From an optimization exercise on the open Yosys and OpenROAD flow, aimed at small area; shortcuts taken in it are not production practice.
In this exercise RTL edits were held to simulation tests only and were not proved equivalent to the original.
No driver is modelled on the clock port, so clocking that relies on it looks cheaper here than on a real chip.
Power and IR drop assume default switching activity.

--- design/flow/flow/run.sh ---
#!/bin/bash
# Standard ORFS layout (the standard.sh) with these changes:
#  - the port buffers that buffer_ports inserts use the smallest buffer cell;
#  - after floorplan, combinational cells are swapped for their smallest drive strength
#    (flow/downsize.tcl); the later repair steps upsize where timing needs it;
#  - after clock tree synthesis, the clock buffers that drive registers are made clkbuf_8
#    (flow/cts_leaves.tcl) to keep the register clock slew low.
set -euo pipefail
here=$(pwd)
bash standard.sh "BUFFER_PORTS_ARGS=-buffer_cell sky130_fd_sc_hd__buf_1" \
  "POST_FLOORPLAN_TCL=$here/flow/downsize.tcl" \
  "POST_CTS_TCL=$here/flow/cts_leaves.tcl" finish > standard_flow.log 2>&1
--- design/flow/flow/cts_leaves.tcl ---
# After clock tree synthesis: clock buffers that drive register clock pins are made
# sky130_fd_sc_hd__clkbuf_8, so the clock slew at the registers stays well under the limit,
# and the dummy loads CTS adds for balancing are removed.
set n 0
set big [get_lib_cells */sky130_fd_sc_hd__clkbuf_8]
foreach inst [[ord::get_db_block] getInsts] {
  set mname [[$inst getMaster] getName]
  if { ![string match "sky130_fd_sc_hd__clkbuf_*" $mname] } { continue }
  if { $mname == "sky130_fd_sc_hd__clkbuf_8" } { continue }
  set drives_reg 0
  foreach it [$inst getITerms] {
    if { ![$it isOutputSignal] } { continue }
    set net [$it getNet]
    if { $net == "NULL" } { continue }
    foreach load [$net getITerms] {
      if { [[$load getMTerm] getName] == "CLK" } { set drives_reg 1 }
    }
  }
  if { $drives_reg } {
    replace_cell [get_cells [$inst getName]] $big
    incr n
  }
}
puts "cts_leaves: resized $n clock buffers"
# dummy loads that CTS added to balance the clock tree are removed
set nd 0
foreach inst [[ord::get_db_block] getInsts] {
  if { [string match "clkload*" [$inst getName]] } {
    odb::dbInst_destroy $inst
    incr nd
  }
}
puts "cts_leaves: removed $nd dummy loads"
if { $nd > 0 } { incr n }
if { $n > 0 } {
  detailed_placement
  check_placement -verbose
  estimate_parasitics -placement
}
--- design/flow/flow/downsize.tcl ---
# Swap every combinational cell for the smallest-area cell of the same family and function
# (drive strength only). Registers keep their cells. Later repair steps upsize where timing,
# slew or capacitance call for it.
set dont_use_pats $::env(DONT_USE_CELLS)
proc ds_dont_use { name pats } {
  foreach p $pats {
    if { [string match $p $name] } { return 1 }
  }
  return 0
}
set n_swapped 0
set saved 0.0
foreach inst [get_cells *] {
  set lc [get_lib_cells -of_objects $inst]
  if { $lc == "" } { continue }
  set name [get_name $lc]
  if { ![regexp {^(sky130_fd_sc_hd__[a-z0-9]+)_[0-9]+$} $name -> base] } { continue }
  # registers, latches, taps and fillers keep their cells
  if { [regexp {__(s?df|s?edf|dl|sdl|tap|fill|decap|conb|diode)} $name] } { continue }
  set best $lc
  set best_area [get_property $lc area]
  foreach e [get_lib_cells */${base}_*] {
    set en [get_name $e]
    if { ![regexp {^sky130_fd_sc_hd__[a-z0-9]+_[0-9]+$} $en] } { continue }
    if { [ds_dont_use $en $dont_use_pats] } { continue }
    set a [get_property $e area]
    if { $a < $best_area - 1e-6 && [sta::equiv_cells $lc $e] } {
      set best $e
      set best_area $a
    }
  }
  if { $best != $lc } {
    set saved [expr { $saved + [get_property $lc area] - $best_area }]
    replace_cell $inst $best
    incr n_swapped
  }
}
puts "downsize: swapped $n_swapped cells, saved [format %.1f $saved] um2"
--- design/flow/standard.sh ---
#!/bin/bash
# synth_recipe.tcl (not shown) runs the flow's synth.tcl, then flattens the netlist and writes it again
# the make line also repeats each setting of config.mk as NAME=value (left out here)
make -C /OpenROAD-flow-scripts/flow DESIGN_CONFIG=/design/flow/config.mk WORK_HOME=/design/flow/orfs CLKGATE_MAP_FILE= SYNTH_SCRIPT=/design/flow/synth_recipe.tcl "${@:-finish}"
--- design/flow/config.mk ---
export PLATFORM = sky130hd
export DESIGN_NAME = CF_cross
export DESIGN_NICKNAME = CF_cross
export VERILOG_FILES = /design/flow/design.v
export SDC_FILE = /design/flow/constraint.sdc
export NUM_CORES = 4
export LEC_CHECK = 0
export CAP_MARGIN = 20
export CORE_MARGIN = 2
export CORE_UTILIZATION = 40
export CTS_BUF_LIST = sky130_fd_sc_hd__clkbuf_2 sky130_fd_sc_hd__clkbuf_4
export SLEW_MARGIN = 20
export SYNTH_HIERARCHICAL = 1
--- design/flow/constraint.sdc ---
create_clock -name core_clock -period 7.0 [get_ports {s_axis_video_aclk}]
set_input_delay 1.4000 -clock core_clock [delete_from_list [all_inputs] [get_ports {s_axis_video_aclk}]]
set_output_delay 1.4000 -clock core_clock [all_outputs]
set_load 0.01 [all_outputs]
--- design/flow/design.v ---
`timescale 1ns / 1ps
module CF_cross
  #(
    parameter NPPC = 4,
    parameter DATA_WIDTH = 24,
    parameter POSITION_WIDTH = 12,
    parameter FFT_LENGTH = 64,
    parameter HEIGHT = 2160
    )
   (
    input [NPPC * DATA_WIDTH-1:0]  VIDEO_IN_tdata,
    input 			   VIDEO_IN_tvalid,
    input 			   VIDEO_IN_tuser,
    input 			   VIDEO_IN_tlast,
    output 			   VIDEO_IN_tready,
    input [POSITION_WIDTH - 1 : 0] xStart,
    input [POSITION_WIDTH - 1 : 0] yStart,
    output [NPPC * DATA_WIDTH-1:0] VIDEO_OUT_tdata,
    output 			   VIDEO_OUT_tvalid,
    output 			   VIDEO_OUT_tuser,
    output 			   VIDEO_OUT_tlast,
    input 			   VIDEO_OUT_tready,
    input 			   s_axis_video_aclk,
    input 			   s_axis_video_aresetn
    );
   localparam [11:0] XINV = 12'b010101011111;
   localparam [11:0] YINV = 12'b001010111111;
   reg [11:0] xQ;     
   reg [11:0] yQ;     
   wire [11:0] xD;
   wire [11:0] yD;
   always @(posedge s_axis_video_aclk) begin
      xQ <= xD;
      yQ <= yD;
   end
   wire acc, last, xclr, xclr_n, xc1, xc2, xc3, x23,
        xc4, xc5, xc6, xc7, xc8, xc9, xc10, xc11,
        xt_b0, xt_t1, xt_t2, xt_t3, xt_b4, xt_b5, xt_b6, xt_b7,
        xt_b8, xt_b9, xt_b10, xt_t11, yc1, yc2, yc3, y23,
        yc4, yc5, yc6, yc7, yc8, yc9, yc10, yc11,
        yw_a, yw_b, yw_c, yw, yclr, yclr_p, yt_b0, yt_t1,
        yt_t2, yt_t3, yt_b4, yt_t5, yt_b6, yt_b7, yt_b8, yt_b9,
        yt_b10, yt_t11, xf0_s, xf0_c, xf1_s, xf1_c, xf2_s, xf2_c,
        xf3_s, xf3_c, xL0, xL8, xL15, xq1, xq2, xq3,
        xq4, xq5, xq6, xd0, xe0, xd1, xe1, xd2,
        xe2, xd3, xe3, xd4, xe4, xd5, xe5, xe6,
        xInA, xInB, xIn, yf0_s, yf0_c, yf1_s, yf1_c, yf2_s,
        yf2_c, yf3_s, yf3_c, yf4_s, yf4_c, yf5_s, yf5_c, ym0,
        ym1, yL0, yL63, yLmid, yd0, yd1, yd2, yd3,
        yd4, yd5, yeq0a, yeq0b, yeq0, ynz1, ynz2, ynz3,
        ynz4, ynz5, ynz6, ymm1, ymm2, ymm3, ymm4, ymm5,
        ye1a, ye1b, yeq1, yIn, red0a, red0b, red1a, red1b,
        red2a, red2b, red3a, red3b;
   CF_cross_nand2 g1 (.a(VIDEO_IN_tvalid), .b(VIDEO_OUT_tready), .y(acc));
   CF_cross_nand3 g2 (.a(VIDEO_IN_tvalid), .b(VIDEO_OUT_tready), .c(VIDEO_IN_tlast), .y(last));
   CF_cross_nand2 g3 (.a(s_axis_video_aresetn), .b(last), .y(xclr));
   CF_cross_inv g4 (.a(xclr), .y(xclr_n));
   CF_cross_nor2 g5 (.a(acc), .b(xQ[0]), .y(xc1));
   CF_cross_nor3 g6 (.a(acc), .b(xQ[0]), .c(xQ[1]), .y(xc2));
   CF_cross_nor4 g7 (.a(acc), .b(xQ[0]), .c(xQ[1]), .d(xQ[2]), .y(xc3));
   CF_cross_nor2 g8 (.a(xQ[2]), .b(xQ[3]), .y(x23));
   CF_cross_nand2 g9 (.a(xc2), .b(x23), .y(xc4));
   CF_cross_nor2 g10 (.a(xc4), .b(xQ[4]), .y(xc5));
   CF_cross_nand2 g11 (.a(xc5), .b(xQ[5]), .y(xc6));
   CF_cross_nor2 g12 (.a(xc6), .b(xQ[6]), .y(xc7));
   CF_cross_nand2 g13 (.a(xc7), .b(xQ[7]), .y(xc8));
   CF_cross_nor2 g14 (.a(xc8), .b(xQ[8]), .y(xc9));
   CF_cross_nand2 g15 (.a(xc9), .b(xQ[9]), .y(xc10));
   CF_cross_nor2 g16 (.a(xc10), .b(xQ[10]), .y(xc11));
   CF_cross_a21oi g17 (.a1(acc), .a2(xQ[0]), .b1(xclr), .y(xt_b0));
   CF_cross_nand2b g18 (.an(xc1), .b(xt_b0), .y(xD[0]));
   CF_cross_xnor2 g19 (.a(xQ[1]), .b(xc1), .y(xt_t1));
   CF_cross_nand2 g20 (.a(xclr_n), .b(xt_t1), .y(xD[1]));
   CF_cross_xnor2 g21 (.a(xQ[2]), .b(xc2), .y(xt_t2));
   CF_cross_nand2 g22 (.a(xclr_n), .b(xt_t2), .y(xD[2]));
   CF_cross_xnor2 g23 (.a(xQ[3]), .b(xc3), .y(xt_t3));
   CF_cross_nand2 g24 (.a(xclr_n), .b(xt_t3), .y(xD[3]));
   CF_cross_a21oi g25 (.a1(xc4), .a2(xQ[4]), .b1(xclr), .y(xt_b4));
   CF_cross_nand2b g26 (.an(xc5), .b(xt_b4), .y(xD[4]));
   CF_cross_o21ai g27 (.a1(xc5), .a2(xQ[5]), .b1(xclr_n), .y(xt_b5));
   CF_cross_nor2b g28 (.a(xt_b5), .bn(xc6), .y(xD[5]));
   CF_cross_a21oi g29 (.a1(xc6), .a2(xQ[6]), .b1(xclr), .y(xt_b6));
   CF_cross_nand2b g30 (.an(xc7), .b(xt_b6), .y(xD[6]));
   CF_cross_o21ai g31 (.a1(xc7), .a2(xQ[7]), .b1(xclr_n), .y(xt_b7));
   CF_cross_nor2b g32 (.a(xt_b7), .bn(xc8), .y(xD[7]));
   CF_cross_a21oi g33 (.a1(xc8), .a2(xQ[8]), .b1(xclr), .y(xt_b8));
   CF_cross_nand2b g34 (.an(xc9), .b(xt_b8), .y(xD[8]));
   CF_cross_o21ai g35 (.a1(xc9), .a2(xQ[9]), .b1(xclr_n), .y(xt_b9));
   CF_cross_nor2b g36 (.a(xt_b9), .bn(xc10), .y(xD[9]));
   CF_cross_a21oi g37 (.a1(xc10), .a2(xQ[10]), .b1(xclr), .y(xt_b10));
   CF_cross_nand2b g38 (.an(xc11), .b(xt_b10), .y(xD[10]));
   CF_cross_xnor2 g39 (.a(xQ[11]), .b(xc11), .y(xt_t11));
   CF_cross_nor2 g40 (.a(xclr), .b(xt_t11), .y(xD[11]));
   CF_cross_nor2 g41 (.a(last), .b(yQ[0]), .y(yc1));
   CF_cross_nor3 g42 (.a(last), .b(yQ[0]), .c(yQ[1]), .y(yc2));
   CF_cross_nor4 g43 (.a(last), .b(yQ[0]), .c(yQ[1]), .d(yQ[2]), .y(yc3));
   CF_cross_nor2 g44 (.a(yQ[2]), .b(yQ[3]), .y(y23));
   CF_cross_nand2 g45 (.a(yc2), .b(y23), .y(yc4));
   CF_cross_nor2 g46 (.a(yc4), .b(yQ[4]), .y(yc5));
   CF_cross_nor3 g47 (.a(yc4), .b(yQ[4]), .c(yQ[5]), .y(yc6));
   CF_cross_nand2 g48 (.a(yc6), .b(yQ[6]), .y(yc7));
   CF_cross_nor2 g49 (.a(yc7), .b(yQ[7]), .y(yc8));
   CF_cross_nand2 g50 (.a(yc8), .b(yQ[8]), .y(yc9));
   CF_cross_nor2 g51 (.a(yc9), .b(yQ[9]), .y(yc10));
   CF_cross_nand2 g52 (.a(yc10), .b(yQ[10]), .y(yc11));
   CF_cross_nor4 g53 (.a(yc4), .b(yQ[5]), .c(yQ[8]), .d(yQ[10]), .y(yw_a));
   CF_cross_nand4 g54 (.a(yQ[4]), .b(yQ[6]), .c(yQ[7]), .d(yQ[9]), .y(yw_b));
   CF_cross_nand2 g55 (.a(yQ[11]), .b(yw_a), .y(yw_c));
   CF_cross_nor2 g56 (.a(yw_b), .b(yw_c), .y(yw));
   CF_cross_nor3b g57 (.a(VIDEO_IN_tuser), .b(yw), .cn(s_axis_video_aresetn), .y(yclr));
   CF_cross_inv g58 (.a(yclr), .y(yclr_p));
   CF_cross_a21oi g59 (.a1(last), .a2(yQ[0]), .b1(yclr_p), .y(yt_b0));
   CF_cross_nand2b g60 (.an(yc1), .b(yt_b0), .y(yD[0]));
   CF_cross_xnor2 g61 (.a(yQ[1]), .b(yc1), .y(yt_t1));
   CF_cross_nand2 g62 (.a(yclr), .b(yt_t1), .y(yD[1]));
   CF_cross_xnor2 g63 (.a(yQ[2]), .b(yc2), .y(yt_t2));
   CF_cross_nand2 g64 (.a(yclr), .b(yt_t2), .y(yD[2]));
   CF_cross_xnor2 g65 (.a(yQ[3]), .b(yc3), .y(yt_t3));
   CF_cross_nand2 g66 (.a(yclr), .b(yt_t3), .y(yD[3]));
   CF_cross_a21oi g67 (.a1(yc4), .a2(yQ[4]), .b1(yclr_p), .y(yt_b4));
   CF_cross_nand2b g68 (.an(yc5), .b(yt_b4), .y(yD[4]));
   CF_cross_xnor2 g69 (.a(yQ[5]), .b(yc5), .y(yt_t5));
   CF_cross_nand2 g70 (.a(yclr), .b(yt_t5), .y(yD[5]));
   CF_cross_o21ai g71 (.a1(yc6), .a2(yQ[6]), .b1(yclr), .y(yt_b6));
   CF_cross_nor2b g72 (.a(yt_b6), .bn(yc7), .y(yD[6]));
   CF_cross_a21oi g73 (.a1(yc7), .a2(yQ[7]), .b1(yclr_p), .y(yt_b7));
   CF_cross_nand2b g74 (.an(yc8), .b(yt_b7), .y(yD[7]));
   CF_cross_o21ai g75 (.a1(yc8), .a2(yQ[8]), .b1(yclr), .y(yt_b8));
   CF_cross_nor2b g76 (.a(yt_b8), .bn(yc9), .y(yD[8]));
   CF_cross_a21oi g77 (.a1(yc9), .a2(yQ[9]), .b1(yclr_p), .y(yt_b9));
   CF_cross_nand2b g78 (.an(yc10), .b(yt_b9), .y(yD[9]));
   CF_cross_o21ai g79 (.a1(yc10), .a2(yQ[10]), .b1(yclr), .y(yt_b10));
   CF_cross_nor2b g80 (.a(yt_b10), .bn(yc11), .y(yD[10]));
   CF_cross_xor2 g81 (.a(yQ[11]), .b(yc11), .y(yt_t11));
   CF_cross_nor2 g82 (.a(yclr_p), .b(yt_t11), .y(yD[11]));
   CF_cross_ha g83 (.a(xStart[2]), .b(xQ[0]), .s(xf0_s), .co(xf0_c));
   CF_cross_fa g84 (.a(xStart[3]), .b(xQ[1]), .ci(xf0_c), .s(xf1_s), .co(xf1_c));
   CF_cross_fa g85 (.a(xStart[4]), .b(xQ[2]), .ci(xf1_c), .s(xf2_s), .co(xf2_c));
   CF_cross_fa g86 (.a(xStart[5]), .b(xQ[3]), .ci(xf2_c), .s(xf3_s), .co(xf3_c));
   CF_cross_nand4 g87 (.a(xf0_s), .b(xf1_s), .c(xf2_s), .d(xf3_s), .y(xL0));
   CF_cross_nand4b g88 (.an(xf3_s), .b(xf0_s), .c(xf1_s), .d(xf2_s), .y(xL8));
   CF_cross_nor4 g89 (.a(xf0_s), .b(xf1_s), .c(xf2_s), .d(xf3_s), .y(xL15));
   CF_cross_nand2 g90 (.a(xf3_c), .b(xQ[4]), .y(xq1));
   CF_cross_nor2 g91 (.a(xq1), .b(xQ[5]), .y(xq2));
   CF_cross_nand2 g92 (.a(xq2), .b(xQ[6]), .y(xq3));
   CF_cross_nor2 g93 (.a(xq3), .b(xQ[7]), .y(xq4));
   CF_cross_nand2 g94 (.a(xq4), .b(xQ[8]), .y(xq5));
   CF_cross_nor2 g95 (.a(xq5), .b(xQ[9]), .y(xq6));
   CF_cross_xor2 g96 (.a(xQ[4]), .b(xStart[6]), .y(xd0));
   CF_cross_xnor2 g97 (.a(xd0), .b(xf3_c), .y(xe0));
   CF_cross_xor2 g98 (.a(xQ[5]), .b(xStart[7]), .y(xd1));
   CF_cross_xnor2 g99 (.a(xd1), .b(xq1), .y(xe1));
   CF_cross_xor2 g100 (.a(xQ[6]), .b(xStart[8]), .y(xd2));
   CF_cross_xnor2 g101 (.a(xd2), .b(xq2), .y(xe2));
   CF_cross_xor2 g102 (.a(xQ[7]), .b(xStart[9]), .y(xd3));
   CF_cross_xnor2 g103 (.a(xd3), .b(xq3), .y(xe3));
   CF_cross_xor2 g104 (.a(xQ[8]), .b(xStart[10]), .y(xd4));
   CF_cross_xnor2 g105 (.a(xd4), .b(xq4), .y(xe4));
   CF_cross_xor2 g106 (.a(xQ[9]), .b(xStart[11]), .y(xd5));
   CF_cross_xnor2 g107 (.a(xd5), .b(xq5), .y(xe5));
   CF_cross_xnor2 g108 (.a(xQ[10]), .b(xq6), .y(xe6));
   CF_cross_nor4 g109 (.a(xe0), .b(xe1), .c(xe2), .d(xe3), .y(xInA));
   CF_cross_nor4 g110 (.a(xe4), .b(xe5), .c(xe6), .d(xQ[11]), .y(xInB));
   CF_cross_nand2 g111 (.a(xInA), .b(xInB), .y(xIn));
   CF_cross_ha g112 (.a(yStart[0]), .b(yQ[0]), .s(yf0_s), .co(yf0_c));
   CF_cross_fa g113 (.a(yStart[1]), .b(yQ[1]), .ci(yf0_c), .s(yf1_s), .co(yf1_c));
   CF_cross_fa g114 (.a(yStart[2]), .b(yQ[2]), .ci(yf1_c), .s(yf2_s), .co(yf2_c));
   CF_cross_fa g115 (.a(yStart[3]), .b(yQ[3]), .ci(yf2_c), .s(yf3_s), .co(yf3_c));
   CF_cross_fa g116 (.a(yStart[4]), .b(yQ[4]), .ci(yf3_c), .s(yf4_s), .co(yf4_c));
   CF_cross_fa g117 (.a(yStart[5]), .b(yQ[5]), .ci(yf4_c), .s(yf5_s), .co(yf5_c));
   CF_cross_nand4 g118 (.a(yf1_s), .b(yf2_s), .c(yf3_s), .d(yf4_s), .y(ym0));
   CF_cross_or4 g119 (.a(yf1_s), .b(yf2_s), .c(yf3_s), .d(yf4_s), .y(ym1));
   CF_cross_nand3b g120 (.an(ym0), .b(yf0_s), .c(yf5_s), .y(yL0));
   CF_cross_nor3 g121 (.a(ym1), .b(yf0_s), .c(yf5_s), .y(yL63));
   CF_cross_mux2i g122 (.a0(ym0), .a1(ym1), .s(yf5_s), .y(yLmid));
   CF_cross_xor2 g123 (.a(yQ[6]), .b(yStart[6]), .y(yd0));
   CF_cross_xnor2 g124 (.a(yQ[7]), .b(yStart[7]), .y(yd1));
   CF_cross_xor2 g125 (.a(yQ[8]), .b(yStart[8]), .y(yd2));
   CF_cross_xnor2 g126 (.a(yQ[9]), .b(yStart[9]), .y(yd3));
   CF_cross_xor2 g127 (.a(yQ[10]), .b(yStart[10]), .y(yd4));
   CF_cross_xor2 g128 (.a(yQ[11]), .b(yStart[11]), .y(yd5));
   CF_cross_nor3 g129 (.a(yd0), .b(yd1), .c(yd2), .y(yeq0a));
   CF_cross_nor3 g130 (.a(yd3), .b(yd4), .c(yd5), .y(yeq0b));
   CF_cross_nand2 g131 (.a(yeq0a), .b(yeq0b), .y(yeq0));
   CF_cross_inv g132 (.a(yQ[6]), .y(ynz1));
   CF_cross_nand2 g133 (.a(ynz1), .b(yQ[7]), .y(ynz2));
   CF_cross_nor2 g134 (.a(ynz2), .b(yQ[8]), .y(ynz3));
   CF_cross_nand2 g135 (.a(ynz3), .b(yQ[9]), .y(ynz4));
   CF_cross_nor2 g136 (.a(ynz4), .b(yQ[10]), .y(ynz5));
   CF_cross_nor2b g137 (.a(yQ[11]), .bn(ynz5), .y(ynz6));
   CF_cross_xor2 g138 (.a(yd1), .b(ynz1), .y(ymm1));
   CF_cross_xnor2 g139 (.a(yd2), .b(ynz2), .y(ymm2));
   CF_cross_xor2 g140 (.a(yd3), .b(ynz3), .y(ymm3));
   CF_cross_xnor2 g141 (.a(yd4), .b(ynz4), .y(ymm4));
   CF_cross_xor2 g142 (.a(yd5), .b(ynz5), .y(ymm5));
   CF_cross_nor4 g143 (.a(ymm1), .b(ymm2), .c(ymm3), .d(ymm4), .y(ye1a));
   CF_cross_nor2 g144 (.a(ymm5), .b(ynz6), .y(ye1b));
   CF_cross_nand3 g145 (.a(yd0), .b(ye1a), .c(ye1b), .y(yeq1));
   CF_cross_mux2i g146 (.a0(yeq0), .a1(yeq1), .s(yf5_c), .y(yIn));
   wire rAn, rBn, e0n, e15n;
   CF_cross_red red (.xIn(~xIn), .xL0(~xL0), .xL8(~xL8), .xL15(xL15),
                     .yIn(yIn), .yL0(~yL0), .yL63(yL63), .yLmid(yLmid),
                     .rAn(rAn), .rBn(rBn), .e0n(e0n), .e15n(e15n));
   CF_cross_nand3 g147 (.a(rAn), .b(rBn), .c(e0n), .y(red0a));
   CF_cross_nor2b g148 (.a(red0a), .bn(VIDEO_IN_tdata[0]), .y(VIDEO_OUT_tdata[0]));
   CF_cross_nor2b g149 (.a(red0a), .bn(VIDEO_IN_tdata[1]), .y(VIDEO_OUT_tdata[1]));
   CF_cross_nor2b g150 (.a(red0a), .bn(VIDEO_IN_tdata[2]), .y(VIDEO_OUT_tdata[2]));
   CF_cross_nor2b g151 (.a(red0a), .bn(VIDEO_IN_tdata[3]), .y(VIDEO_OUT_tdata[3]));
   CF_cross_nor2b g152 (.a(red0a), .bn(VIDEO_IN_tdata[4]), .y(VIDEO_OUT_tdata[4]));
   CF_cross_nor2b g153 (.a(red0a), .bn(VIDEO_IN_tdata[5]), .y(VIDEO_OUT_tdata[5]));
   CF_cross_nor2b g154 (.a(red0a), .bn(VIDEO_IN_tdata[6]), .y(VIDEO_OUT_tdata[6]));
   CF_cross_nor2b g155 (.a(red0a), .bn(VIDEO_IN_tdata[7]), .y(VIDEO_OUT_tdata[7]));
   CF_cross_nor2b g156 (.a(red0a), .bn(VIDEO_IN_tdata[8]), .y(VIDEO_OUT_tdata[8]));
   CF_cross_nor2b g157 (.a(red0a), .bn(VIDEO_IN_tdata[9]), .y(VIDEO_OUT_tdata[9]));
   CF_cross_nor2b g158 (.a(red0a), .bn(VIDEO_IN_tdata[10]), .y(VIDEO_OUT_tdata[10]));
   CF_cross_nor2b g159 (.a(red0a), .bn(VIDEO_IN_tdata[11]), .y(VIDEO_OUT_tdata[11]));
   CF_cross_nand3 g160 (.a(rAn), .b(rBn), .c(e0n), .y(red0b));
   CF_cross_nor2b g161 (.a(red0b), .bn(VIDEO_IN_tdata[12]), .y(VIDEO_OUT_tdata[12]));
   CF_cross_nor2b g162 (.a(red0b), .bn(VIDEO_IN_tdata[13]), .y(VIDEO_OUT_tdata[13]));
   CF_cross_nor2b g163 (.a(red0b), .bn(VIDEO_IN_tdata[14]), .y(VIDEO_OUT_tdata[14]));
   CF_cross_nor2b g164 (.a(red0b), .bn(VIDEO_IN_tdata[15]), .y(VIDEO_OUT_tdata[15]));
   CF_cross_or2 g165 (.a(VIDEO_IN_tdata[16]), .b(red0b), .y(VIDEO_OUT_tdata[16]));
   CF_cross_or2 g166 (.a(VIDEO_IN_tdata[17]), .b(red0b), .y(VIDEO_OUT_tdata[17]));
   CF_cross_or2 g167 (.a(VIDEO_IN_tdata[18]), .b(red0b), .y(VIDEO_OUT_tdata[18]));
   CF_cross_or2 g168 (.a(VIDEO_IN_tdata[19]), .b(red0b), .y(VIDEO_OUT_tdata[19]));
   CF_cross_or2 g169 (.a(VIDEO_IN_tdata[20]), .b(red0b), .y(VIDEO_OUT_tdata[20]));
   CF_cross_or2 g170 (.a(VIDEO_IN_tdata[21]), .b(red0b), .y(VIDEO_OUT_tdata[21]));
   CF_cross_or2 g171 (.a(VIDEO_IN_tdata[22]), .b(red0b), .y(VIDEO_OUT_tdata[22]));
   CF_cross_or2 g172 (.a(VIDEO_IN_tdata[23]), .b(red0b), .y(VIDEO_OUT_tdata[23]));
   CF_cross_nand2 g173 (.a(rAn), .b(rBn), .y(red1a));
   CF_cross_nor2b g174 (.a(red1a), .bn(VIDEO_IN_tdata[24]), .y(VIDEO_OUT_tdata[24]));
   CF_cross_nor2b g175 (.a(red1a), .bn(VIDEO_IN_tdata[25]), .y(VIDEO_OUT_tdata[25]));
   CF_cross_nor2b g176 (.a(red1a), .bn(VIDEO_IN_tdata[26]), .y(VIDEO_OUT_tdata[26]));
   CF_cross_nor2b g177 (.a(red1a), .bn(VIDEO_IN_tdata[27]), .y(VIDEO_OUT_tdata[27]));
   CF_cross_nor2b g178 (.a(red1a), .bn(VIDEO_IN_tdata[28]), .y(VIDEO_OUT_tdata[28]));
   CF_cross_nor2b g179 (.a(red1a), .bn(VIDEO_IN_tdata[29]), .y(VIDEO_OUT_tdata[29]));
   CF_cross_nor2b g180 (.a(red1a), .bn(VIDEO_IN_tdata[30]), .y(VIDEO_OUT_tdata[30]));
   CF_cross_nor2b g181 (.a(red1a), .bn(VIDEO_IN_tdata[31]), .y(VIDEO_OUT_tdata[31]));
   CF_cross_nor2b g182 (.a(red1a), .bn(VIDEO_IN_tdata[32]), .y(VIDEO_OUT_tdata[32]));
   CF_cross_nor2b g183 (.a(red1a), .bn(VIDEO_IN_tdata[33]), .y(VIDEO_OUT_tdata[33]));
   CF_cross_nor2b g184 (.a(red1a), .bn(VIDEO_IN_tdata[34]), .y(VIDEO_OUT_tdata[34]));
   CF_cross_nor2b g185 (.a(red1a), .bn(VIDEO_IN_tdata[35]), .y(VIDEO_OUT_tdata[35]));
   CF_cross_nand2 g186 (.a(rAn), .b(rBn), .y(red1b));
   CF_cross_nor2b g187 (.a(red1b), .bn(VIDEO_IN_tdata[36]), .y(VIDEO_OUT_tdata[36]));
   CF_cross_nor2b g188 (.a(red1b), .bn(VIDEO_IN_tdata[37]), .y(VIDEO_OUT_tdata[37]));
   CF_cross_nor2b g189 (.a(red1b), .bn(VIDEO_IN_tdata[38]), .y(VIDEO_OUT_tdata[38]));
   CF_cross_nor2b g190 (.a(red1b), .bn(VIDEO_IN_tdata[39]), .y(VIDEO_OUT_tdata[39]));
   CF_cross_or2 g191 (.a(VIDEO_IN_tdata[40]), .b(red1b), .y(VIDEO_OUT_tdata[40]));
   CF_cross_or2 g192 (.a(VIDEO_IN_tdata[41]), .b(red1b), .y(VIDEO_OUT_tdata[41]));
   CF_cross_or2 g193 (.a(VIDEO_IN_tdata[42]), .b(red1b), .y(VIDEO_OUT_tdata[42]));
   CF_cross_or2 g194 (.a(VIDEO_IN_tdata[43]), .b(red1b), .y(VIDEO_OUT_tdata[43]));
   CF_cross_or2 g195 (.a(VIDEO_IN_tdata[44]), .b(red1b), .y(VIDEO_OUT_tdata[44]));
   CF_cross_or2 g196 (.a(VIDEO_IN_tdata[45]), .b(red1b), .y(VIDEO_OUT_tdata[45]));
   CF_cross_or2 g197 (.a(VIDEO_IN_tdata[46]), .b(red1b), .y(VIDEO_OUT_tdata[46]));
   CF_cross_or2 g198 (.a(VIDEO_IN_tdata[47]), .b(red1b), .y(VIDEO_OUT_tdata[47]));
   CF_cross_nand2 g199 (.a(rAn), .b(rBn), .y(red2a));
   CF_cross_nor2b g200 (.a(red2a), .bn(VIDEO_IN_tdata[48]), .y(VIDEO_OUT_tdata[48]));
   CF_cross_nor2b g201 (.a(red2a), .bn(VIDEO_IN_tdata[49]), .y(VIDEO_OUT_tdata[49]));
   CF_cross_nor2b g202 (.a(red2a), .bn(VIDEO_IN_tdata[50]), .y(VIDEO_OUT_tdata[50]));
   CF_cross_nor2b g203 (.a(red2a), .bn(VIDEO_IN_tdata[51]), .y(VIDEO_OUT_tdata[51]));
   CF_cross_nor2b g204 (.a(red2a), .bn(VIDEO_IN_tdata[52]), .y(VIDEO_OUT_tdata[52]));
   CF_cross_nor2b g205 (.a(red2a), .bn(VIDEO_IN_tdata[53]), .y(VIDEO_OUT_tdata[53]));
   CF_cross_nor2b g206 (.a(red2a), .bn(VIDEO_IN_tdata[54]), .y(VIDEO_OUT_tdata[54]));
   CF_cross_nor2b g207 (.a(red2a), .bn(VIDEO_IN_tdata[55]), .y(VIDEO_OUT_tdata[55]));
   CF_cross_nor2b g208 (.a(red2a), .bn(VIDEO_IN_tdata[56]), .y(VIDEO_OUT_tdata[56]));
   CF_cross_nor2b g209 (.a(red2a), .bn(VIDEO_IN_tdata[57]), .y(VIDEO_OUT_tdata[57]));
   CF_cross_nor2b g210 (.a(red2a), .bn(VIDEO_IN_tdata[58]), .y(VIDEO_OUT_tdata[58]));
   CF_cross_nor2b g211 (.a(red2a), .bn(VIDEO_IN_tdata[59]), .y(VIDEO_OUT_tdata[59]));
   CF_cross_nand2 g212 (.a(rAn), .b(rBn), .y(red2b));
   CF_cross_nor2b g213 (.a(red2b), .bn(VIDEO_IN_tdata[60]), .y(VIDEO_OUT_tdata[60]));
   CF_cross_nor2b g214 (.a(red2b), .bn(VIDEO_IN_tdata[61]), .y(VIDEO_OUT_tdata[61]));
   CF_cross_nor2b g215 (.a(red2b), .bn(VIDEO_IN_tdata[62]), .y(VIDEO_OUT_tdata[62]));
   CF_cross_nor2b g216 (.a(red2b), .bn(VIDEO_IN_tdata[63]), .y(VIDEO_OUT_tdata[63]));
   CF_cross_or2 g217 (.a(VIDEO_IN_tdata[64]), .b(red2b), .y(VIDEO_OUT_tdata[64]));
   CF_cross_or2 g218 (.a(VIDEO_IN_tdata[65]), .b(red2b), .y(VIDEO_OUT_tdata[65]));
   CF_cross_or2 g219 (.a(VIDEO_IN_tdata[66]), .b(red2b), .y(VIDEO_OUT_tdata[66]));
   CF_cross_or2 g220 (.a(VIDEO_IN_tdata[67]), .b(red2b), .y(VIDEO_OUT_tdata[67]));
   CF_cross_or2 g221 (.a(VIDEO_IN_tdata[68]), .b(red2b), .y(VIDEO_OUT_tdata[68]));
   CF_cross_or2 g222 (.a(VIDEO_IN_tdata[69]), .b(red2b), .y(VIDEO_OUT_tdata[69]));
   CF_cross_or2 g223 (.a(VIDEO_IN_tdata[70]), .b(red2b), .y(VIDEO_OUT_tdata[70]));
   CF_cross_or2 g224 (.a(VIDEO_IN_tdata[71]), .b(red2b), .y(VIDEO_OUT_tdata[71]));
   CF_cross_nand3 g225 (.a(rAn), .b(rBn), .c(e15n), .y(red3a));
   CF_cross_nor2b g226 (.a(red3a), .bn(VIDEO_IN_tdata[72]), .y(VIDEO_OUT_tdata[72]));
   CF_cross_nor2b g227 (.a(red3a), .bn(VIDEO_IN_tdata[73]), .y(VIDEO_OUT_tdata[73]));
   CF_cross_nor2b g228 (.a(red3a), .bn(VIDEO_IN_tdata[74]), .y(VIDEO_OUT_tdata[74]));
   CF_cross_nor2b g229 (.a(red3a), .bn(VIDEO_IN_tdata[75]), .y(VIDEO_OUT_tdata[75]));
   CF_cross_nor2b g230 (.a(red3a), .bn(VIDEO_IN_tdata[76]), .y(VIDEO_OUT_tdata[76]));
   CF_cross_nor2b g231 (.a(red3a), .bn(VIDEO_IN_tdata[77]), .y(VIDEO_OUT_tdata[77]));
   CF_cross_nor2b g232 (.a(red3a), .bn(VIDEO_IN_tdata[78]), .y(VIDEO_OUT_tdata[78]));
   CF_cross_nor2b g233 (.a(red3a), .bn(VIDEO_IN_tdata[79]), .y(VIDEO_OUT_tdata[79]));
   CF_cross_nor2b g234 (.a(red3a), .bn(VIDEO_IN_tdata[80]), .y(VIDEO_OUT_tdata[80]));
   CF_cross_nor2b g235 (.a(red3a), .bn(VIDEO_IN_tdata[81]), .y(VIDEO_OUT_tdata[81]));
   CF_cross_nor2b g236 (.a(red3a), .bn(VIDEO_IN_tdata[82]), .y(VIDEO_OUT_tdata[82]));
   CF_cross_nor2b g237 (.a(red3a), .bn(VIDEO_IN_tdata[83]), .y(VIDEO_OUT_tdata[83]));
   CF_cross_nand3 g238 (.a(rAn), .b(rBn), .c(e15n), .y(red3b));
   CF_cross_nor2b g239 (.a(red3b), .bn(VIDEO_IN_tdata[84]), .y(VIDEO_OUT_tdata[84]));
   CF_cross_nor2b g240 (.a(red3b), .bn(VIDEO_IN_tdata[85]), .y(VIDEO_OUT_tdata[85]));
   CF_cross_nor2b g241 (.a(red3b), .bn(VIDEO_IN_tdata[86]), .y(VIDEO_OUT_tdata[86]));
   CF_cross_nor2b g242 (.a(red3b), .bn(VIDEO_IN_tdata[87]), .y(VIDEO_OUT_tdata[87]));
   CF_cross_or2 g243 (.a(VIDEO_IN_tdata[88]), .b(red3b), .y(VIDEO_OUT_tdata[88]));
   CF_cross_or2 g244 (.a(VIDEO_IN_tdata[89]), .b(red3b), .y(VIDEO_OUT_tdata[89]));
   CF_cross_or2 g245 (.a(VIDEO_IN_tdata[90]), .b(red3b), .y(VIDEO_OUT_tdata[90]));
   CF_cross_or2 g246 (.a(VIDEO_IN_tdata[91]), .b(red3b), .y(VIDEO_OUT_tdata[91]));
   CF_cross_or2 g247 (.a(VIDEO_IN_tdata[92]), .b(red3b), .y(VIDEO_OUT_tdata[92]));
   CF_cross_or2 g248 (.a(VIDEO_IN_tdata[93]), .b(red3b), .y(VIDEO_OUT_tdata[93]));
   CF_cross_or2 g249 (.a(VIDEO_IN_tdata[94]), .b(red3b), .y(VIDEO_OUT_tdata[94]));
   CF_cross_or2 g250 (.a(VIDEO_IN_tdata[95]), .b(red3b), .y(VIDEO_OUT_tdata[95]));
   assign VIDEO_OUT_tvalid = VIDEO_IN_tvalid;
   assign VIDEO_OUT_tuser = VIDEO_IN_tuser;
   assign VIDEO_OUT_tlast = VIDEO_IN_tlast;
   assign VIDEO_IN_tready = VIDEO_OUT_tready;
endmodule
module CF_cross_red
  (
   input  xIn, xL0, xL8, xL15,
   input  yIn, yL0, yL63, yLmid,
   output rAn, rBn, e0n, e15n
   );
   assign rAn = ~((xIn & xL8) | (yIn & yLmid));
   assign rBn = ~(xIn & yIn & (yL0 | yL63));
   assign e0n  = ~(xIn & yIn & xL0);
   assign e15n = ~(xIn & yIn & xL15);
endmodule
module CF_cross_a21oi (input a1, input a2, input b1, output y);
   assign y = ~((a1 & a2) | b1);
endmodule
module CF_cross_fa (input a, input b, input ci, output s, output co);
   assign {co, s} = a + b + ci;
endmodule
module CF_cross_ha (input a, input b, output s, output co);
   assign {co, s} = a + b;
endmodule
module CF_cross_inv (input a, output y);
   assign y = ~a;
endmodule
module CF_cross_mux2i (input a0, input a1, input s, output y);
   assign y = ~(s ? a1 : a0);
endmodule
module CF_cross_nand2 (input a, input b, output y);
   assign y = ~(a & b);
endmodule
module CF_cross_nand2b (input an, input b, output y);
   assign y = an | ~b;
endmodule
module CF_cross_nand3 (input a, input b, input c, output y);
   assign y = ~(a & b & c);
endmodule
module CF_cross_nand3b (input an, input b, input c, output y);
   assign y = ~(~an & b & c);
endmodule
module CF_cross_nand4 (input a, input b, input c, input d, output y);
   assign y = ~(a & b & c & d);
endmodule
module CF_cross_nand4b (input an, input b, input c, input d, output y);
   assign y = ~(~an & b & c & d);
endmodule
module CF_cross_nor2 (input a, input b, output y);
   assign y = ~(a | b);
endmodule
module CF_cross_nor2b (input a, input bn, output y);
   assign y = ~a & bn;
endmodule
module CF_cross_nor3 (input a, input b, input c, output y);
   assign y = ~(a | b | c);
endmodule
module CF_cross_nor3b (input a, input b, input cn, output y);
   assign y = ~a & ~b & cn;
endmodule
module CF_cross_nor4 (input a, input b, input c, input d, output y);
   assign y = ~(a | b | c | d);
endmodule
module CF_cross_o21ai (input a1, input a2, input b1, output y);
   assign y = ~((a1 | a2) & b1);
endmodule
module CF_cross_or2 (input a, input b, output y);
   assign y = a | b;
endmodule
module CF_cross_or4 (input a, input b, input c, input d, output y);
   assign y = a | b | c | d;
endmodule
module CF_cross_xnor2 (input a, input b, output y);
   assign y = ~(a ^ b);
endmodule
module CF_cross_xor2 (input a, input b, output y);
   assign y = a ^ b;
endmodule
==> out/summary.txt, run 1 <==
CP max-delay cell -> fa_1
P_leak -> 0.001151 µW
fin cells -> 606
Synth Net Count -> 422
share of post-route cells with drive strength above 1 -> 0.9804%
Total Neg Setup Slack -> 0 ps
TritonCTS Sinks -> 24
Pwr per Cell Area -> 103.7 nW/µm²
Die Height -> 87.97 µm
count of final max-slew check failures -> 0
worst path bufs/invs -> 3
CTS tree -> done
Clock power frac -> 22.1%
# rows -> 30
Synth Warn # -> 7
DRC -> 0
CP cell instances -> buf_1, ha_1, fa_1, fa_1, fa_1, fa_1, fa_1, mux2i_1, a22oi_1, buf_4, nand3_1, nor2b_1, buf_1
Avg Inst Size Synth -> 9.861 µm²
Setup violations, final -> 0
Final min period -> 6552 ps
HPWL Detailed -> 7.252 mm
fillcell total -> 740
crit path launch type -> input pin
Synth area leaders -> nor2b_4, dfxtp_1, or2_1
CP required -> 5600 ps
Mapped Area -> 2820 µm²
final hold violation count -> 0
GRT Residual Overflow -> 0
via count -> 2667
slew of the pin with the lowest slew margin -> 933.7 ps
Clock Latency Late Sink -> 280 ps
Worst R2R Path Depth -> 9
Initial Utilization -> 41.51%
first-pass GRT wire length -> 11.87 mm
Total GRT Usage -> 19.77%
core footprint -> 6794 µm²
P_sw -> 104.6 µW
most common cell in the synthesized netlist -> nor2b_4
CP delay by family, top -> adder cells
fmax -> 0.1526 GHz
Seq. cell area -> 480.5 µm²
antenna fix cells -> 0
Max rail drop VDD -> 0.00009597 V
DRT iter0 DRCs -> 112
sequential power share -> 42.3%
reg2reg setup slack -> 4710 ps
Seq cells post-synth -> 24
WL per Instance -> 13.99 µm
Routed Antenna Nets -> 0
CP max FO -> 12
multi-input logic area -> 1633 µm²
Yosys top cell area share -> 34.65%
Clock Skew -> 5.604 ps
cell taking the most area after synthesis -> nor2b_4
vias in the first global route -> 2324
IO Port Bufs -> 223
period utilisation layout -> 93.60%
Die Wd -> 87.97 µm
maxcap violations -> 0
Synth async-reset ratio -> 0%
RSZ-0062 raised after global routing -> false
largest net degree at the start of global routing -> 14
Internal Power -> 221.7 µW
switch share -> 32.07%
crit path DAT -> 5150 ps
Yosys cell types -> 25
CP Depth -> 13
combinational power share -> 35.6%
hold crit path type -> register to register
CP Capture Type -> primary output
Post-Route WL -> 8.475 mm
Mapped Cells -> 286
DIE AREA -> 7738 µm²
synth cell count leaders -> nor2b_4, or2_1, nand2_1, dfxtp_1, nor2_1
Detailed Routing Iterations Pass 1 -> 4
register area share after synthesis -> 17.04%
Worst slew margin -> 37.62%
nets -> 648
initial antenna violation count -> 0
clk slew on worst S/H paths -> 70 ps
IO Count -> 226
hold depth -> 2
Hold Slack -> 541.0 ps
GPL Wtd Cong -> 0.7705
status -> finished clean
max incr delay on CP -> 560 ps
Via-to-Cell Ratio -> 4.401
CP most frequent cell -> fa_1
top_reg_cell synth -> dfxtp_1
Inst Count DP -> 603
Crit Path Class -> input pin to primary output
P&R area growth vs syn -> 11.58%
number of flops mapped to enable cells by yosys -> 0
[per-stage QoR]
step                power [µW]  instance area (µm²)  util [%]  setup WS, ps
finish                   326.3                 3147     46.32         447.9
global route             348.7                 3147     46.32         199.7
detailed placement       256.4                 3112     45.80         471.3
global placement         256.2                 3112     45.80         511.3
floorplan                224.0                 2820         -         291.3
[power by group through the flow]
stage               Combinational [µW]  Sequential, µW  Clock (µW)
finish                             116             138        72.1
global route                       128             138        82.8
detailed placement                 115             141           0
global placement                   115             141           0
floorplan                         82.6             141           0
[tightest hold or removal path: cells and delay by family (launching register included)]
kind / cells / cell delay [ps]
DFF: 1 / 330
and+or+nand+nor: 1 / 40
xor gates and xnor gates: 1 / 130
[Yosys stat by module (local to each module, per instance), excerpt]
| module | copies in the design | cells |
|---|---|---|
| CF_cross_xnor2 | 19 | 1 |
| CF_cross_nand2 | 29 | 1 |
| CF_cross_nor2 | 20 | 1 |
| CF_cross_nand3b | 1 | 1 |
| CF_cross | 1 | 32 |
| CF_cross_o21ai | 6 | 1 |
| CF_cross_or2 | 32 | 1 |
| CF_cross_nand4b | 1 | 1 |
| CF_cross_or4 | 1 | 1 |
[registers in the layout (all words and copies together), names as in the netlist]
name and cells:
xQ 12, yQ 12
[path summary, 6_finish.rpt]
| path | to | start |
|---|---|---|
| max | VIDEO_OUT_tdata[8] | yStart[0] |
| min | xQ[11]$_DFF_P_ | xQ[11]$_DFF_P_ |
| max reg2reg | yQ[7]$_DFF_P_ | yQ[1]$_DFF_P_ |
| min reg2reg | xQ[11]$_DFF_P_ | xQ[11]$_DFF_P_ |
[per-layer routing]
metal / vias up / routed length (µm) / GRT usage, % / part of all wire, %
met5: - / 0 / 0 / 0
met4: 0 / 29 / 3.357 / 0.34
met3: 2 / 670 / 2.545 / 7.9
met2: 100 / 4024 / 32.02 / 47
met1: 1198 / 3751 / 28.50 / 44
li1: 1367 / - / - / -
[placed cells by master (no fill, tap or decap)]
cell type and n:
buf_1 223, nor2b_1 71, or2_1 32, nand2_1 29, dfxtp_1 24, nor2_1 20
xnor2_1 19, xor2_1 14, a21oi_1 9, nand2b_1 9, fa_1 8, nand3_1 8
inv_1 7, nor4_1 7, nor3_1 6, o21ai_1 6, nand4_1 3, ha_1 2
mux2i_1 2, clkbuf_8 2, buf_4 2, or4_1 1, nand3b_1 1, nor3b_1 1
nand4b_1 1, a22oi_1 1, o211ai_1 1, clkbuf_4 1
[cell families after synthesis]
logic type               synth area share, %
AND/OR/NAND/NOR                        58.87
XOR/XNOR                               10.25
flip-flops                             17.04
AO/OA/AOI/OAI                          4.570
buffers and inverters                  1.997
adder cells (fa/ha/maj)                6.566
multiplexers                          0.7099
[final cells by class]
| cell class | count | share of cell area [%] |
|---|---|---|
| Tap cell | 96 | 3.817 |
| Sequential cell | 24 | 15.27 |
| Inverter | 7 | 0.8350 |
| Timing Repair Buffer | 225 | 27.08 |
| Multi-Input combinational cell | 251 | 51.89 |
| Clock buffer | 3 | 1.113 |
==> run 2, diff against run 1 <==
--- a/design/flow/design.v
+++ b/design/flow/design.v
@@ -199,6 +199,5 @@
    CF_cross_mux2i g146 (.a0(yeq0), .a1(yeq1), .s(yf5_c), .y(yIn));
    wire rAn, rBn, e0n, e15n;
-   CF_cross_red red (.xIn(~xIn), .xL0(~xL0), .xL8(~xL8), .xL15(xL15),
-                     .yIn(yIn), .yL0(~yL0), .yL63(yL63), .yLmid(yLmid),
+   CF_cross_red red (.xIn_n(xIn), .xL0_n(xL0), .xL8_n(xL8), .xL15(xL15), .yIn(yIn), .yL0_n(yL0), .yL63(yL63), .yLmid(yLmid),
                      .rAn(rAn), .rBn(rBn), .e0n(e0n), .e15n(e15n));
    CF_cross_nand3 g147 (.a(rAn), .b(rBn), .c(e0n), .y(red0a));
@@ -313,8 +312,11 @@
 module CF_cross_red
   (
-   input  xIn, xL0, xL8, xL15,
-   input  yIn, yL0, yL63, yLmid,
+   input  xIn_n, xL0_n, xL8_n, xL15, yIn, yL0_n, yL63, yLmid,
    output rAn, rBn, e0n, e15n
    );
+   wire xIn = ~xIn_n;
+   wire xL0 = ~xL0_n;
+   wire xL8 = ~xL8_n;
+   wire yL0 = ~yL0_n;
    assign rAn = ~((xIn & xL8) | (yIn & yLmid));
    assign rBn = ~(xIn & yIn & (yL0 | yL63));
==> run 2 against run 1 <==
Still clean on timing, DRC and antenna. Register-to-register slack is essentially flat. Flip-flop and latch count did not move. Sequential share of layout area is 0.055 points higher. Clock-buffer cell count stayed put. Critical path type unchanged. Largest power group unchanged.
==> out/summary.txt, run 2 <==
crit path DAT -> 5440 ps
final instance area -> 3136 µm²
Die Wd -> 87.91 µm
Synth Net Count -> 421
count of final max-slew check failures -> 0
top_reg_cell synth -> dfxtp_1
Yosys top cell area share -> 35.18%
Clock Latency Late Sink -> 280 ps
Worst slew margin -> 39.77%
clk slew on worst S/H paths -> 90 ps
Total GRT Usage -> 20.37%
CP required -> 5600 ps
Initial Utilization -> 41.45%
max incr delay on CP -> 550 ps
Placed Area -> 3098 µm²
CP delay by family, top -> adder cells
cell taking the most area after synthesis -> nor2b_4
Mapped Area -> 2816 µm²
vias in the first global route -> 2497
Reg-to-Reg End -> yQ[4]$_DFF_P_
synth cell count leaders -> nor2b_4, or2_1, nand2_1, dfxtp_1, nor2_1
Avg Inst Size Synth -> 9.882 µm²
hold crit path type -> register to register
Worst R2R Path Depth -> 9
CP max FO -> 12
crit path launch type -> input pin
DRC -> 0
largest registers -> xQ x12, yQ x12
WL per Instance -> 14.60 µm
worst path bufs/invs -> 3
P&R area growth vs syn -> 11.33%
fillcell total -> 725
CP cell instances -> buf_1, ha_1, fa_1, fa_1, fa_1, fa_1, fa_1, nand3b_1, inv_1, o21ai_1, nand3_1, nor2b_1, buf_1
DIE AREA -> 7728 µm²
nets -> 646
CP Capture Type -> primary output
number of flops mapped to enable cells by yosys -> 0
Worst Hold Endpoint -> xQ[10]$_DFF_P_
Detailed Routing Iterations Pass 1 -> 4
fin cells -> 605
Worst Hold Launch -> xQ[10]$_DFF_P_
leading cell type in the layout, fill and taps excluded -> buf_1
IO Port Bufs -> 223
CTS tree -> done
Seq cells post-synth -> 24
Design Power -> 327.2 µW
Final min period -> 6839 ps
maxcap violations -> 0
most frequent cells in the layout -> buf_1, nor2b_1, or2_1, nand2_1, dfxtp_1
Synth area leaders -> nor2b_4, dfxtp_1, or2_1
fmax -> 0.1462 GHz
final hold violation count -> 0
initial antenna violation count -> 1
Via-to-Cell Ratio -> 4.506
# rows -> 30
Clock Skew -> 12.84 ps
Setup violations, final -> 0
FF-to-FF Start -> yQ[1]$_DFF_P_
share of post-route cells with drive strength above 1 -> 0.7874%
Max rail drop VDD -> 0.00007643 V
Synth Warn # -> 7
Mapped Cells -> 285
register area share after synthesis -> 17.06%
Synth async-reset ratio -> 0%
period utilisation layout -> 97.71%
status -> finished clean
P_leak -> 0.001119 µW
reg2reg setup slack -> 4720 ps
Routed Antenna Nets -> 0
slew of the pin with the lowest slew margin -> 901.5 ps
first-pass GRT wire length -> 12.34 mm
CP max-delay cell -> nand3_1
Crit Path Class -> input pin to primary output
Post-Route WL -> 8.830 mm
hold depth -> 2
GPL Wtd Cong -> 0.9172
DRT iter0 DRCs -> 56
RSZ-0062 raised after global routing -> true
Pwr per Cell Area -> 104.4 nW/µm²
most common cell in the synthesized netlist -> nor2b_4
core footprint -> 6794 µm²
CP most frequent cell -> fa_1
Hold Slack -> 532.2 ps
Inst Count DP -> 601
largest net degree at the start of global routing -> 15
Die Height -> 87.91 µm
GRT Residual Overflow -> 0
HPWL Detailed -> 7.662 mm
IO Count -> 226
via count -> 2726
Yosys cell types -> 24
TritonCTS Sinks -> 24
-- run 2: changes by cell type in the layout (fill, tap and decap cells not counted), sizes merged --
cell / before / now
nand3: 8 / 6
inv: 7 / 4
buf: 225 / 224
o211ai: 1 / 0
nand2: 29 / 30
nor2b: 71 / 72
diode: 0 / 1
a22oi: 1 / 0
o21ai: 6 / 7
nand2b: 9 / 10
a21oi: 9 / 10
nor2: 20 / 21
-- run 2: cells by family after synthesis --
group           after synthesis  share of synthesized area, %
fa+ha+maj                    10                         6.575
simple gates                191                         59.57
mux                           2                        0.7108
buf+inv                       8                         1.599
compound gates               17                         4.220
flops                        24                         17.06
xor+xnor                     33                         10.26
-- run 2: tightest hold or removal path: stages (launching register included) --
cell and delay (ps):
dfxtp_1 370, a21oi_1 80, nand2b_1 60
-- run 2: routing by layer --
metal	wire length, µm	part of all wire, %	global-route usage [%]
met4	109	1.2	3.497
met5	0	0	0
met2	3921	44	31.89
met3	793	9.0	4.807
met1	4006	45	28.93
-- run 2: report_power, final --
| group | total (µW) | switching [µW] | internal [µW] |
|---|---|---|---|
| Combinational | 115 | 63.3 | 52.0 |
| Clock | 73.9 | 41.4 | 32.5 |
| Sequential | 138 | 0.995 | 137 |
-- run 2: cell type report --
type / instances / area [µm²] / share of cell area [%]
multi-input combinational: 253 / 1638 / 52.23
tap: 96 / 120.1 / 3.831
timing repair buffer: 224 / 844.6 / 26.94
antenna: 1 / 2.502 / 0.07981
clock buffer: 3 / 35.03 / 1.117
sequential: 24 / 480.5 / 15.32
inverter: 4 / 15.01 / 0.4789
-- run 2: worst max path at each step --
stage	startpoint	cells after the start	to	slack, ps
final	yStart[0]	13	VIDEO_OUT_tdata[2]	160
after global routing	yStart[0]	13	VIDEO_OUT_tdata[79]	-70
after detailed placement	yStart[0]	13	VIDEO_OUT_tdata[2]	150
after global placement	yStart[0]	13	VIDEO_OUT_tdata[82]	240
after floorplan	yStart[0]	10	VIDEO_OUT_tdata[0]	290
-- run 2: modules after synthesis, one instance, submodules excluded, excerpt --
module          cells inside  times used  flops+latches
CF_cross_fa                1           8              0
CF_cross_nor4              1           7              0
CF_cross_ha                1           2              0
CF_cross_mux2i             1           2              0
CF_cross_nor3              1           6              0
CF_cross_or4               1           1              0
CF_cross_or2               1          32              0
CF_cross_nand4             1           3              0
CF_cross_o21ai             1           6              0
CF_cross_nand3             1           6              0
CF_cross_inv               1           3              0
CF_cross_nand2             1          29              0
-- run 2: metrics by stage --
stage / TNS, ps / setup slack, ps / util (%)
finish: 0 / 160.5 / 46.15
global route: -318.2 / -66.44 / 46.11
detailed placement: 0 / 146.1 / 45.60
global placement: 0 / 239.7 / 45.60
floorplan: 0 / 285.7 / -
==> run 3, diff against run 2 <==
--- a/design/flow/flow/cts_leaves.tcl
+++ b/design/flow/flow/cts_leaves.tcl
@@ -22,4 +22,10 @@
   }
 }
+# the root buffer, driven by the clock port, only drives the leaf buffers
+foreach inst [[ord::get_db_block] getInsts] {
+  if { [$inst getName] == "clkbuf_0_s_axis_video_aclk" && [[$inst getMaster] getName] != "sky130_fd_sc_hd__clkbuf_2" } {
+    replace_cell [get_cells [$inst getName]] [get_lib_cells */sky130_fd_sc_hd__clkbuf_2]
+  }
+}
 puts "cts_leaves: resized $n clock buffers"
 # dummy loads that CTS added to balance the clock tree are removed
--- a/design/flow/config.mk
+++ b/design/flow/config.mk
@@ -10,4 +10,5 @@
 export CORE_UTILIZATION = 40
 export CTS_BUF_LIST = sky130_fd_sc_hd__clkbuf_2 sky130_fd_sc_hd__clkbuf_4
+export SETUP_SLACK_MARGIN = 0.15
 export SLEW_MARGIN = 20
 export SYNTH_HIERARCHICAL = 1
==> run 3 against run 2 <==
Via count stayed put. Die area stayed put. Power is 0.80% lower. Hold slack hardly changed. Combinational power hardly changed. Largest cell class unchanged. Register-to-register slack hardly changed. Non-clock buffer count stayed put. Routed wire length hardly changed. Fmax is 4.3% higher.
==> out/summary.txt, run 3 <==
cell taking the most area after synthesis -> nor2b_4
first-pass GRT wire length -> 12.34 mm
combinational power share -> 35.5%
P_leak -> 0.001133 µW
vias in the first global route -> 2497
Post-Route WL -> 8.838 mm
CP Capture Type -> primary output
GPL Wtd Cong -> 0.9172
slew of the pin with the lowest slew margin -> 901.5 ps
max incr delay on CP -> 500 ps
fin cells -> 605
# rows -> 30
largest registers -> xQ x12, yQ x12
CP required -> 5600 ps
top_reg_cell synth -> dfxtp_1
clk slew on worst S/H paths -> 90 ps
Mapped Area -> 2816 µm²
RSZ-0062 raised after global routing -> false
share of post-route cells with drive strength above 1 -> 1.378%
CP Depth -> 13
most common cell in the synthesized netlist -> nor2b_4
Yosys top cell area share -> 35.18%
Inst Count DP -> 601
final hold violation count -> 0
worst path bufs/invs -> 3
CTS tree -> done
Synth area leaders -> nor2b_4, dfxtp_1, or2_1
Final WS setup -> 443.5 ps
CP cell instances -> buf_1, ha_1, fa_1, fa_1, fa_1, fa_1, fa_1, nand3b_1, inv_1, o21ai_2, nand3_1, or2_1, buf_1
Crit Path Class -> input pin to primary output
Worst R2R Path Depth -> 9
Synth Warn # -> 7
Clock power frac -> 22.0%
DRC -> 0
count of final max-slew check failures -> 0
DIE AREA -> 7728 µm²
Mapped Cells -> 285
Detailed Routing Iterations Pass 1 -> 4
P&R area growth vs syn -> 11.73%
nets -> 646
P_sw -> 105.7 µW
Synth Net Count -> 421
WL per Instance -> 14.61 µm
register area share after synthesis -> 17.06%
number of flops mapped to enable cells by yosys -> 0
Clock Skew -> 12.80 ps
GRT Residual Overflow -> 0
pre-CTS setup slack -> 146.1 ps
Total GRT Usage -> 20.37%
hold crit path type -> register to register
IO Port Bufs -> 223
Seq cells post-synth -> 24
CP max FO -> 12
initial antenna violation count -> 1
DRT iter0 DRCs -> 53
crit path launch type -> input pin
period utilisation layout -> 93.66%
Avg Inst Size Synth -> 9.882 µm²
hold depth -> 2
Initial Utilization -> 41.45%
CP max-delay cell -> fa_1
Worst slew margin -> 39.77%
Synth async-reset ratio -> 0%
fillcell total -> 729
Pwr per Cell Area -> 103.2 nW/µm²
HPWL Detailed -> 7.662 mm
Final min period -> 6557 ps
synth cell count leaders -> nor2b_4, or2_1, nand2_1, dfxtp_1, nor2_1
via count -> 2726
crit path DAT -> 5160 ps
fmax -> 0.1525 GHz
CP delay by family, top -> adder cells
largest net degree at the start of global routing -> 15
Max rail drop VDD -> 0.00007632 V
Design Power -> 324.6 µW
CP most frequent cell -> fa_1
Setup violations, final -> 0
sequential power share -> 42.5%
leading cell type in the layout, fill and taps excluded -> buf_1
Clock Latency Late Sink -> 280 ps
status -> finished clean
Die Height -> 87.91 µm
Die Wd -> 87.91 µm
Routed Antenna Nets -> 0
core footprint -> 6794 µm²
Yosys cell types -> 24
Internal Power -> 218.9 µW
most frequent cells in the layout -> buf_1, nor2b_1, or2_1, nand2_1, dfxtp_1
TritonCTS Sinks -> 24
Via-to-Cell Ratio -> 4.506
maxcap violations -> 0
Total Neg Setup Slack -> 0 ps
IO Count -> 226
switch share -> 32.57%
-- run 3: changes by cell type in the layout (fill, tap and decap cells not counted) --
cell,delta
clkbuf_2,+1
clkbuf_4,-1
nand3_1,-2
nand3_2,+2
o21ai_1,-1
o21ai_2,+1
-- run 3: metal layers --
| layer | GRT usage (%) | share of wire (%) | routed length (µm) |
|---|---|---|---|
| met1 | 28.93 | 45 | 3977 |
| met2 | 31.89 | 44 | 3931 |
| met3 | 4.807 | 9.3 | 820 |
| met4 | 3.497 | 1.2 | 109 |
| met5 | 0 | 0 | 0 |
-- run 3: per-module statistics from Yosys, one instance, submodules excluded, a selection --
module / cells / times used / cell area, µm²
CF_cross_fa: 1 / 8 / 20.02
CF_cross_mux2i: 1 / 2 / 10.01
CF_cross_nand2b: 1 / 9 / 6.256
CF_cross_nand3: 1 / 6 / 5.005
CF_cross_nand3b: 1 / 1 / 7.507
CF_cross_nand4: 1 / 3 / 6.256
CF_cross_nand4b: 1 / 1 / 8.758
CF_cross_nor3b: 1 / 1 / 12.51
CF_cross_or4: 1 / 1 / 7.507
CF_cross_red: 7 / 1 / 41.29
CF_cross_xnor2: 1 / 19 / 8.758
-- run 3: final timing paths --
kind	from	endpoint	slack, ps
worst max-delay path	yStart[0]	VIDEO_OUT_tdata[91]	440
worst min-delay path	xQ[10]$_DFF_P_	xQ[10]$_DFF_P_	530
worst max register to register	yQ[1]$_DFF_P_	yQ[4]$_DFF_P_	4720
worst min register to register	xQ[10]$_DFF_P_	xQ[10]$_DFF_P_	530
-- run 3: kinds of logic (layout without fill, tap and decap cells) --
group	after synthesis	in the layout	share of synthesized area, %
simple gates	191	191	59.57
xor+xnor	33	33	10.26
flops	24	24	17.06
compound gates	17	17	4.220
fa+ha+maj	10	10	6.575
buf+inv	8	231	1.599
mux	2	2	0.7108
other cells	0	1	0
-- run 3: power by group through the flow --
stage                     Sequential (µW)  Combinational, µW  Clock (µW)
after global placement                141                114           0
after floorplan                       141               82.3           0
after global routing                  138                127        82.0
final                                 138                115        71.3
after detailed placement              141                114           0
-- run 3: final cells by class --
type | instances | area (µm²) | area share, %
Antenna cell | 1 | 2.502 | 0.07952
Inverter | 4 | 15.01 | 0.4771
Tap cell | 96 | 120.1 | 3.817
Clock buffer | 3 | 32.53 | 1.034
Multi-Input combinational cell | 253 | 1652 | 52.48
Timing Repair Buffer | 224 | 844.6 | 26.84
Sequential cell | 24 | 480.5 | 15.27
-- run 3: worst min-delay path: cells and delay by family (launching register included) --
family | cells | cell delay (ps)
AO/OA/AOI/OAI | 1 | 80
AND/OR/NAND/NOR | 1 | 60
flip-flops | 1 | 370
-- run 3: per-stage QoR --
step / area, µm² / util, % / hold slack, ps
finish: 3147 / 46.32 / 532.2
floorplan: 2816 / - / 489.4
global placement: 3098 / 45.60 / 508.0
detailed placement: 3098 / 45.60 / 516.2
global route: 3144 / 46.28 / 552.1

-- afterwards: timing with drivers on the ports --
The results above use ideal ports. As a check the final layouts listed here were re-extracted and re-timed, cells and wires unchanged. Step 1 assumes that a clkbuf_16 drives the clock port and a buf_2 every other input. Step 2, shift: input delay + t, output delay - t, t = (earliest + latest rising clock arrival at the registers) / 2. This alone moves slack from input paths to output paths. Three values: ideal, step 1, step 2; two values: the first two.
| run | t (ns) | setup WS [ns] | slew at the worst register clock pin (ns) | worst data-port slew with drivers (ns) | cell pins on the clock port's net |
|---|---|---|---|---|---|
| run 1 | 0.300 | 0.448 / 0.422 / 0.422 | 0.08 / 0.08 | 0.06 | 1 |
| run 2 | 0.296 | 0.161 / 0.140 / 0.140 | 0.09 / 0.09 | 0.09 | 1 |
| run 3 | 0.293 | 0.443 / 0.423 / 0.423 | 0.09 / 0.09 | 0.09 | 1 |
After both steps setup and hold are still met in every run listed. The setup slack of run 1, which loses most, moves by -0.026 ns with the drivers and by -0.026 ns with both steps.
